Context: an optimization exercise on an open-source flow, tuned for small area, a short achievable clock period and few clock cycles. The choices shown serve that exercise and are no tape-out recipe. Function was checked by simulation only, so behaviour that the tests miss may differ from the original. Power figures rest on the tool's default switching activity, not on a simulated workload.

===== flow/config.mk =====
export PLATFORM = sky130hd
export DESIGN_NAME = betterNeighborsInMyCluster
export DESIGN_NICKNAME = betterNeighborsInMyCluster
export VERILOG_FILES = /design/flow/design.v
export SDC_FILE = /design/flow/constraint.sdc
export NUM_CORES = 4
export LEC_CHECK = 0
export CAP_MARGIN = 20
export CORE_MARGIN = 2
export CORE_UTILIZATION = 40
export SLEW_MARGIN = 20

===== flow/run.sh =====
#!/bin/bash
# synth_recipe.tcl (not shown) runs the flow's synth.tcl, then flattens the netlist and writes it again
# the make line also repeats each setting of config.mk as NAME=value (left out here)
make -C /OpenROAD-flow-scripts/flow DESIGN_CONFIG=/design/flow/config.mk WORK_HOME=/design/flow/orfs CLKGATE_MAP_FILE= SYNTH_SCRIPT=/design/flow/synth_recipe.tcl finish

===== flow/constraint.sdc =====
create_clock -name core_clock -period 11.0 [get_ports {clock}]
set_input_delay 2.2000 -clock core_clock [delete_from_list [all_inputs] [get_ports {clock}]]
set_output_delay 2.2000 -clock core_clock [all_outputs]
set_load 0.01 [all_outputs]

===== flow/design.v =====
`timescale 1ns/1ps
module betterNeighborsInMyCluster(clock, nrst, start, address, wr_en, data_in, MY_CLUSTER_ID, mybest, besthop, bestvalue, bestneighborID, nextsinks, data_out, done);
	input clock, nrst, start;
	input [15:0] data_in, MY_CLUSTER_ID;
	input [15:0] mybest;
	output done, wr_en;
	output [15:0] address, data_out;
	output [15:0] besthop, bestneighborID, nextsinks;
	output [15:0] bestvalue;
	localparam HB = 6;            
	localparam NB = 1 << HB;
	localparam R  = 2;            
	localparam NSTEP = 16 / R;
	localparam [10:0] A_KS = 11'h004, A_NID = 11'h024, A_CID = 11'h064, A_BAT = 11'h0A4,
	                  A_QV = 11'h0E4, A_HCM = 11'h324, A_LIST = 11'h334, A_KSC = 11'h344,
	                  A_NC = 11'h345, A_CNT = 11'h346;
	localparam [4:0] S_IDLE = 0, S_NC = 1, S_SNK = 2, S_CID = 3, S_QV = 4, S_NID = 5,
	                 S_BAT = 6, S_CIDF = 7, S_WR = 8, S_HCMA = 9, S_HCMB = 10, S_WR2 = 11,
	                 S_E0 = 12, S_E1 = 13, S_VN = 14, S_VS = 15, S_VW = 16, S_BW = 17,
	                 S_BN = 18, S_DONE = 19;
	reg [4:0] st, pst;
	reg [10:0] waddr;
	reg wr_en_r, done_r;
	reg [6:0] dout;
	reg [15:0] dq;
	reg [5:0] ksc;
	reg [6:0] nc;
	reg [6:0] c, m, cnt;
	reg [4:0] j;
	reg [5:0] ci, vci;
	reg nxt, flag;
	reg [NB-1:0] bitmap;
	reg [63:0] cand;
	reg [15:0] qreg;
	reg [6:0] hop, sinks;
	reg [15:0] bval;
	reg [15:0] acc, sr, hm;
	reg [2:0] mcnt;
	reg mbusy, mcmp;
	reg [5:0] mh;
	wire eq = (dq == MY_CLUSTER_ID);
	wire better = (dq <= mybest);
	wire bmhit = bitmap[dq[HB-1:0]];
	wire vmatch = (dq == qreg);
	wire [19:0] kt = {1'b0, dq, 3'b000} + {3'b000, dq, 1'b0};
	wire [4:0] kc = kt[19:15] + {4'd0, (kt[14:0] != 15'd0)};
	wire [3:0] k = (kc >= 5'd11) ? 4'd10 : kc[3:0];
	reg [5:0] top;
	integer ii;
	always @* begin
		top = 6'd0;
		for (ii = 0; ii < 64; ii = ii + 1)
			if (cand[ii]) top = ii[5:0];
	end
	wire cand_any = |cand;
	wire [6:0] m1 = m + 7'd1;
	wire [6:0] m2 = m + 7'd2;
	wire hcm_pst = (pst == S_HCMA) || (pst == S_HCMB);
	wire mstart = hcm_pst && !mbusy;
	wire mfree = !mbusy && !mcmp && !hcm_pst;
	wire mbusy_n = mstart || (mbusy && mcnt != NSTEP - 1);
	wire [15:0] mb = mstart ? dq : hm;
	wire [15:0] ms = mstart ? qreg : sr;
	wire [15:0] ma = mstart ? 16'd0 : acc;
	reg [16+R-1:0] pp;
	integer b;
	always @* begin
		pp = {(16+R){1'b0}};
		for (b = 0; b < R; b = b + 1)
			if (ms[b]) pp = pp + ({{R{1'b0}}, mb} << b);
	end
	wire [16+R-1:0] msum = {{R{1'b0}}, ma} + pp;
	wire [15:0] mval = {acc[12:0], sr[15:13]};
	reg [4:0] ns;
	reg [10:0] na;
	reg [6:0] nc_c, nc_m;
	reg [4:0] nj;
	reg n_nxt, clr_top, found, n_wr, n_done;
	reg [4:0] nn_st;
	reg [10:0] nn_a;
	reg [6:0] nn_c, nn_m;
	reg nn_nxt;
	always @* begin
		nn_st = S_E0; nn_a = A_CNT; nn_c = c; nn_m = m; nn_nxt = nxt;
		if (!nxt) begin
			if (m1 < nc) begin
				nn_st = S_CID; nn_c = m1; nn_a = A_CID + {4'd0, m1};
			end
		end else if (m1 < nc) begin
			if (flag) begin
				nn_st = S_QV; nn_m = m1; nn_nxt = 1'b0; nn_a = A_QV + {4'd0, m1};
			end else if (m2 < nc) begin
				nn_st = S_CID; nn_c = m2; nn_a = A_CID + {4'd0, m2};
			end
		end
	end
	wire [4:0] bn_st = mfree ? S_BN : S_BW;
	wire [10:0] bn_a = mfree ? (A_NID + {4'd0, hop}) : waddr;
	wire [4:0] vn_st = cand_any ? S_VN : bn_st;
	wire [10:0] vn_a = cand_any ? (A_NID + {5'd0, top}) : bn_a;
	always @* begin
		ns = st; na = waddr; nc_c = c; nc_m = m; nj = j; n_nxt = nxt;
		clr_top = 1'b0; found = 1'b0;
		case (st)
			S_IDLE: if (start) begin
				ns = S_NC; na = A_NC;
			end
			S_NC: begin
				ns = S_SNK; na = A_KS; nj = 5'd0;
			end
			S_SNK: begin
				if ({1'b0, j} + 6'd1 == ksc) begin
					ns = S_CID; nc_c = 7'd0; na = A_CID;
				end else begin
					nj = j + 5'd1; na = A_KS + {6'd0, j} + 11'd1;
				end
			end
			S_CID: begin
				if (pst == S_CID && eq && (c - 7'd1) < nc) begin
					ns = S_QV; nc_m = c - 7'd1; n_nxt = 1'b1; na = A_QV + {4'd0, c} - 11'd1;
				end else if (pst == S_CID && c >= nc) begin
					ns = S_E0; na = A_CNT;
				end else begin
					nc_c = c + 7'd1; na = A_CID + {4'd0, c} + 11'd1;
				end
			end
			S_QV: begin
				ns = S_NID; na = A_NID + {4'd0, m};
			end
			S_NID: begin
				if (better) begin
					ns = S_BAT; na = A_BAT + {4'd0, m};
				end else begin
					ns = nn_st; na = nn_a; nc_c = nn_c; nc_m = nn_m; n_nxt = nn_nxt;
				end
			end
			S_BAT: begin
				if (!nxt && m1 < nc) begin
					ns = S_CIDF; na = A_CID + {4'd0, m1};
				end else begin
					ns = S_WR; na = A_LIST + {4'd0, cnt};
				end
			end
			S_CIDF: begin
				n_nxt = 1'b1;
				ns = S_HCMB; na = A_HCM + {7'd0, k};
			end
			S_WR: begin
				ns = S_HCMA; na = A_HCM + {7'd0, k};
			end
			S_HCMA: if (!mbusy_n) begin
				ns = nn_st; na = nn_a; nc_c = nn_c; nc_m = nn_m; n_nxt = nn_nxt;
			end
			S_HCMB: if (!mbusy_n) begin
				ns = S_WR2; na = A_LIST + {4'd0, cnt};
			end
			S_WR2: begin
				ns = nn_st; na = nn_a; nc_c = nn_c; nc_m = nn_m; n_nxt = nn_nxt;
			end
			S_E0: begin
				if (pst == S_NID) ns = S_E1;
				else begin
					ns = vn_st; na = vn_a; clr_top = cand_any;
				end
			end
			S_E1: begin
				ns = vn_st; na = vn_a; clr_top = cand_any;
			end
			S_VN: begin
				ns = S_VS; na = A_KS; nj = 5'd0;
			end
			S_VS: begin
				if (pst == S_VS && vmatch) begin
					found = 1'b1; ns = bn_st; na = bn_a;
				end else if ({1'b0, j} + 6'd1 == ksc) begin
					ns = S_VW;
				end else begin
					nj = j + 5'd1; na = A_KS + {6'd0, j} + 11'd1;
				end
			end
			S_VW: begin
				if (vmatch) begin
					found = 1'b1; ns = bn_st; na = bn_a;
				end else begin
					ns = vn_st; na = vn_a; clr_top = cand_any;
				end
			end
			S_BW: begin
				ns = bn_st; na = bn_a;
			end
			S_BN: ns = S_DONE;
			default: ns = S_DONE;
		endcase
		n_wr = (ns == S_WR) || (ns == S_WR2) || (ns == S_E0 && st != S_E0);
	end
	always @(posedge clock) begin
		dq <= data_in;
		pst <= st;
		if (!nrst) begin
			st <= S_IDLE;
			pst <= S_IDLE;
			waddr <= A_KSC;
			wr_en_r <= 1'b0;
			done_r <= 1'b0;
			mbusy <= 1'b0;
			mcmp <= 1'b0;
		end else begin
			st <= ns;
			waddr <= na;
			c <= nc_c;
			m <= nc_m;
			j <= nj;
			nxt <= n_nxt;
			wr_en_r <= n_wr;
			if (ns == S_WR || ns == S_WR2) begin
				dout <= m;
				cnt <= cnt + 7'd1;
			end else if (n_wr)
				dout <= cnt;
			if (st == S_NC) ksc <= dq[5:0];
			if (pst == S_NC) nc <= dq[6:0];
			if (pst == S_SNK) bitmap[dq[HB-1:0]] <= 1'b1;
			if (pst == S_CID || pst == S_CIDF) flag <= eq;
			if (pst == S_QV || pst == S_VN) qreg <= dq;
			if (st == S_NID) ci <= m[5:0];
			if (pst == S_NID && bmhit) cand[ci] <= 1'b1;
			if (clr_top) begin
				cand[top] <= 1'b0;
				vci <= top;
			end
			if (found) sinks <= {1'b0, vci};
			if (mstart || mbusy) begin
				acc <= msum[16+R-1:R];
				sr <= {msum[R-1:0], ms[15:R]};
			end
			if (mstart) begin
				hm <= dq;
				mh <= ci;
				mcnt <= 3'd1;
				mbusy <= 1'b1;
			end else if (mbusy) begin
				mcnt <= mcnt + 3'd1;
				if (mcnt == NSTEP - 1) mbusy <= 1'b0;
			end
			mcmp <= mbusy && (mcnt == NSTEP - 1);
			if (mcmp && (mval < bval)) begin
				bval <= mval;
				hop <= {1'b0, mh};
			end
			if (st == S_BN) begin
				qreg <= data_in;
				done_r <= 1'b1;
			end
			if (st == S_IDLE && start) begin
				bval <= 16'hFFFE; hop <= 7'd65; sinks <= 7'd65; cnt <= 7'd0;
				bitmap <= {NB{1'b0}}; cand <= 64'd0;
			end
		end
	end
	assign address = {4'd0, waddr, 1'b0};
	assign wr_en = wr_en_r;
	assign data_out = {9'd0, dout};
	assign done = done_r;
	assign besthop = {9'd0, hop};
	assign nextsinks = {9'd0, sinks};
	assign bestvalue = bval;
	assign bestneighborID = qreg;
endmodule

==> summary.md <==
| Metric | Value |
|---|---|
| Status | timing/DRC/antenna clean |
| Clock Power Share | 41.4% |
| Vias post-DR | just under 20,000 |
| Critical path's slowest cell | o41ai_1 |
| Crit-path cells | xor2_1 -> nand4b_1 -> buf_4 -> nand2_1 -> o21ai_0 -> nor2b_1 -> ha_1 -> fa_1 -> a21o_1 -> a21oi_1 -> o21ai_0 -> o41ai_1 -> o21ai_0 -> o41a_1 -> a21oi_1 -> xor2_1 -> o21ai_0 -> ha_1 -> o21a_1 -> o31a_1 -> o211ai_1 -> xnor2_1 -> nor2_1 |
| Sequential share of power | 43.0% |
| Num CTS Buffers | between 40 and 50 |
| Initial antenna violation count | 0 |
| Grt ovf | 0 |
| Comb power frac | 15.6% |
| HP Class | flop to flop |
| Largest stage delay, worst path | 580 ps |
| Worst Hold Launch | waddr[10] |
| Relative slew slack | between 10% and 20% |
| CTS root buf | clkbuf_16 |
| Crit path required time | roughly 11,000 ps |
| Die area | 58,960 sq um |
| Switching portion of total power | about 28% |
| Largest net degree at the start of global routing | between 60 and 70 |
| Most frequent cells in the layout | edfxtp_1, nor2_1, a21oi_1 |
| Synth Cell Area | 22,810 sq um |
| Core Rows | 87 |
| Hold buffer count at cts | 0 |
| GP Congestion | slightly above 0.9 |
| Clock slew seen by the registers of the worst setup and hold paths | roughly 60 ps |
| Chip height | ~240 um |
| First-pass GRT wire length | around 110,000 um |
| TritonRoute pass-1 iters | 7 |
| CTS tree | done |
| Horiz. Die Dim | around 240 um |
| Share of cells above drive strength 1 | about 8.3% |
| Pwr dens | about 140 nW/um^2 |
| Int Power | between 2 and 3 mW |
| Final Setup Violations | 0 |
| Adder-cell share of the synthesized area | ~7.6% |
| Sequential fraction of the synthesis area | 41.90% |
| RSZ-0062 raised after global routing | false |
| Core footprint | between 50,000 and 60,000 sq um |
| Commonest non-fill, non-tap cell in the layout | edfxtp_1 |
| Fin crit period | between 5000 and 6000 ps |
| Crit path capture type | flop |
| Post-DP HPWL | 51,150 um |
| EDFF count, synth | 291 |
| Largest family of logic cells by synthesized area | compound AO/OA/AOI/OAI gates |
| Seq cells post-synth | ~330 |
| IO buf count | ~120 |
| Main synth FF type | edfxtp_1 |
| Vias in the first global route | ~19,000 |
| Final Skew | 24.49 ps |
| Part of the cycle the worst path needs | 53.81% |
| Multiplexer area fraction after synthesis | under 10% |
| Worst-Skew Late Latency | 590 ps |
| Multi-input logic area | around 12,000 sq um |
| Worst Setup SP | pst[1] |
| Routed vias/inst | 5.944 |
| PnR Total Power | 3.575 mW |
| Final Max Tran Viols | 0 |
| Syn Area/Cell | just under 10 sq um |
| Yosys warns | 1 |
| Iteration-0 DRC Markers | just over 2,000 |
| TNS Setup | 0 ps |
| PostCTS Resize Cnt | 0 |
| F_max | around 170 MHz |
| Clock buffer depth | 3 |
| Post-Layout Cell Count | ~3,200 |
| Cell repeated most along the worst path | o21ai_0 |
| Nets | between 2,000 and 3,000 |
| Register area | about 9600 sq um |
| Drt wl/cell | roughly 22 um |
| Max FO, Critical Path | 55 |
| R2R Path Start | pst[1] |
| # clock sinks | 332 |
| Compound-Gate Fraction of Synth Area | ~18% |
| Max_cap viols | 0 |
| Kind of critical path | flop to flop |
| Post-route ant nets | 0 |
| Final hold vios | 0 |
| Layout overhead on the synthesized area | 14.58% |
| Antenna diodes | 0 |
| Worst-Margin Slew | between 1000 and 1500 ps |
| Crit start category | flop |
| Design area | 26,140 sq um |
| Leakage | 9.471 nW |
| Cell count after synthesis | about 2,400 |
| Worst vdd ir | ~0.11 mV |
| Synth Area in XOR/XNOR | 5.029% |
| Placed cells | 3,160 |
| Crit path DAT | 6240 ps |
| Top Ports | approximately 150 |
| FFs w/ async S/R, synth | 0% |
| Hold slack | 436.9 ps |
| R2R Setup Slk | between 5000 and 6000 ps |
| Count of cell types in the netlist | 90 |
| Starting Density | between 40% and 50% |
| Depth of the CTS H-tree | 2 |
| Placed Area | approximately 25,000 sq um |
| Fillers | ~5,400 |
| Post-CTS setup buffer count | 0 |
| DRC violations left | 0 |
| Post-synthesis simple-gate area fraction | between 10% and 20% |
| GRT Total Usage | a little under a quarter |
| Sw power | 0.9866 mW |
| Final WL | 70,700 um |
-- cell families (layout without fill, tap and decap cells) --
group / Yosys count / after routing
buffers and inverters: 239 / 327
and+or+nand+nor: 791 / 791
adders and majority gates: 137 / 137
DFF: 332 / 332
AOI/OAI and AO/OA: 637 / 637
xor gates and xnor gates: 131 / 131
other: 1 / 32
muxes: 93 / 93
-- through the flow --
| step | worst slack (ps) | utilization, % |
|---|---|---|
| after global placement | 5041 | 43.74 |
| after floorplan | 4609 | - |
| after global routing | 4489 | 46.36 |
| after detailed placement | 5055 | 43.74 |
| final | 5081 | 46.36 |
| after CTS | 5065 | 46.36 |
-- area by class of cell --
class | instances | area share, %
inverters | 102 | 1.470
well taps | 756 | 3.619
repair buffers | 149 | 5.380
clock buffers | 54 | 4.303
clock inverters | 22 | 1.331
flip-flops and latches | 332 | 36.58
multi-input cells | 1821 | 47.32
-- critical path: cells and delay by family (launching register included) --
| family | cells | cell delay, ps |
|---|---|---|
| compound gates | 12 | 2610 |
| fa+ha+maj | 3 | 1000 |
| simple gates | 4 | 640 |
| xor+xnor | 3 | 590 |
| flops | 1 | 420 |
| buf+inv | 1 | 370 |
-- sequential cells by signal (all words and copies together) (netlist names), 5 cells and up --
register / count
acc: 16
bitmap: 64
bval: 16
c: 7
cand: 64
ci: 6
cnt: 7
dout: 7
dq: 16
hm: 16
hop: 7
j: 5
ksc: 6
m: 7
mh: 6
nc: 7
pst: 5
qreg: 16
sinks: 7
sr: 16
st: 5
vci: 6
waddr: 11
-- layer usage --
metal,GRT usage (%),up-vias,part of all wire (%)
met3,3.439,113,6.9
met2,37.50,727,46
li1,-,8978,-
met5,0,-,0
met1,33.02,9418,45
met4,6.676,0,2.4
-- power groups by stage --
stage	Clock (mW)	Combinational [mW]	Sequential [mW]
floorplan	0	0.391	1.53
global placement	0	0.542	1.56
detailed placement	0	0.550	1.56
CTS	1.51	0.554	1.53
global route	1.56	0.616	1.55
finish	1.48	0.557	1.54
-- cell usage after synthesis, types with 8 or more instances --
master     instances  area share (%)
or3_1             10            0.27
edfxtp_1         291              38
a211oi_1          47             1.5
mux2_2            56             2.8
o21bai_1           8            0.26
o2111ai_1         11            0.42
o31ai_1           14            0.46
and3_1            21            0.58
nand2_1          137             2.3
nand4_1           24            0.66
a41oi_1            9            0.35
o22ai_1           15            0.41
mux2i_1           17            0.75
xnor2_1           76             2.9
a21o_1            21            0.69
o21a_1            22            0.72
inv_1             99             1.6
a21oi_1          172             3.8
dfxtp_1           41             3.6
nand3_1           55             1.2
mux4_2            18             1.8
nor3b_1           10            0.33
nor3_1            61             1.3
nor2b_1           52             1.4
o31a_1            11            0.42
ha_1             133             7.3
o21ai_0          142             3.1
buf_4             34             1.1
or2_2              8            0.22
and2_1            54             1.5
o211ai_1          22            0.72
nor2_1           247             4.1
a31oi_1           64             1.8
clkbuf_1          85             1.4
xor2_1            55             2.1
nor4_1            33            0.90
nand2b_1          43             1.2
-- path summary, 6_finish.rpt --
| check | endpoint | depth (start not counted) |
|---|---|---|
| max | acc[15] | 23 |
| min | waddr[10] | 2 |
| max reg2reg | acc[15] | 23 |
| min reg2reg | waddr[10] | 2 |
Testbench counts, summed over its fixed seeds: cycles 53,979.

[port drivers added, routing unchanged]
Ports are ideal in the flow. The routed layout listed here was re-timed in OpenROAD. Step 1 (the two cells are an assumption about what drives the block):
set clk [get_ports {clock}]
set_driving_cell -lib_cell sky130_fd_sc_hd__clkbuf_16 $clk
set_driving_cell -lib_cell sky130_fd_sc_hd__buf_2 [delete_from_list [all_inputs] $clk]
Step 2 adds t to the input delays and takes it off the output delays; t is the mean of the earliest and latest rising clock arrival at the registers after step 1. Input paths then give back, and output paths get back, about the clock's delay inside the block. a / b / c = ideal / step 1 / step 2; a / b = the first two.
t (ns): 0.637
slack for setup (ns): 5.081 / 5.081 / 4.965
worst hold slack (ns): 0.437 / 0.437 / 0.437
slew at the worst register clock pin (ns): 0.06 / 0.06
After both steps setup and hold are still met in this run. The setup slack of this run moves by 0.000 ns with the drivers and by -0.116 ns with both steps.
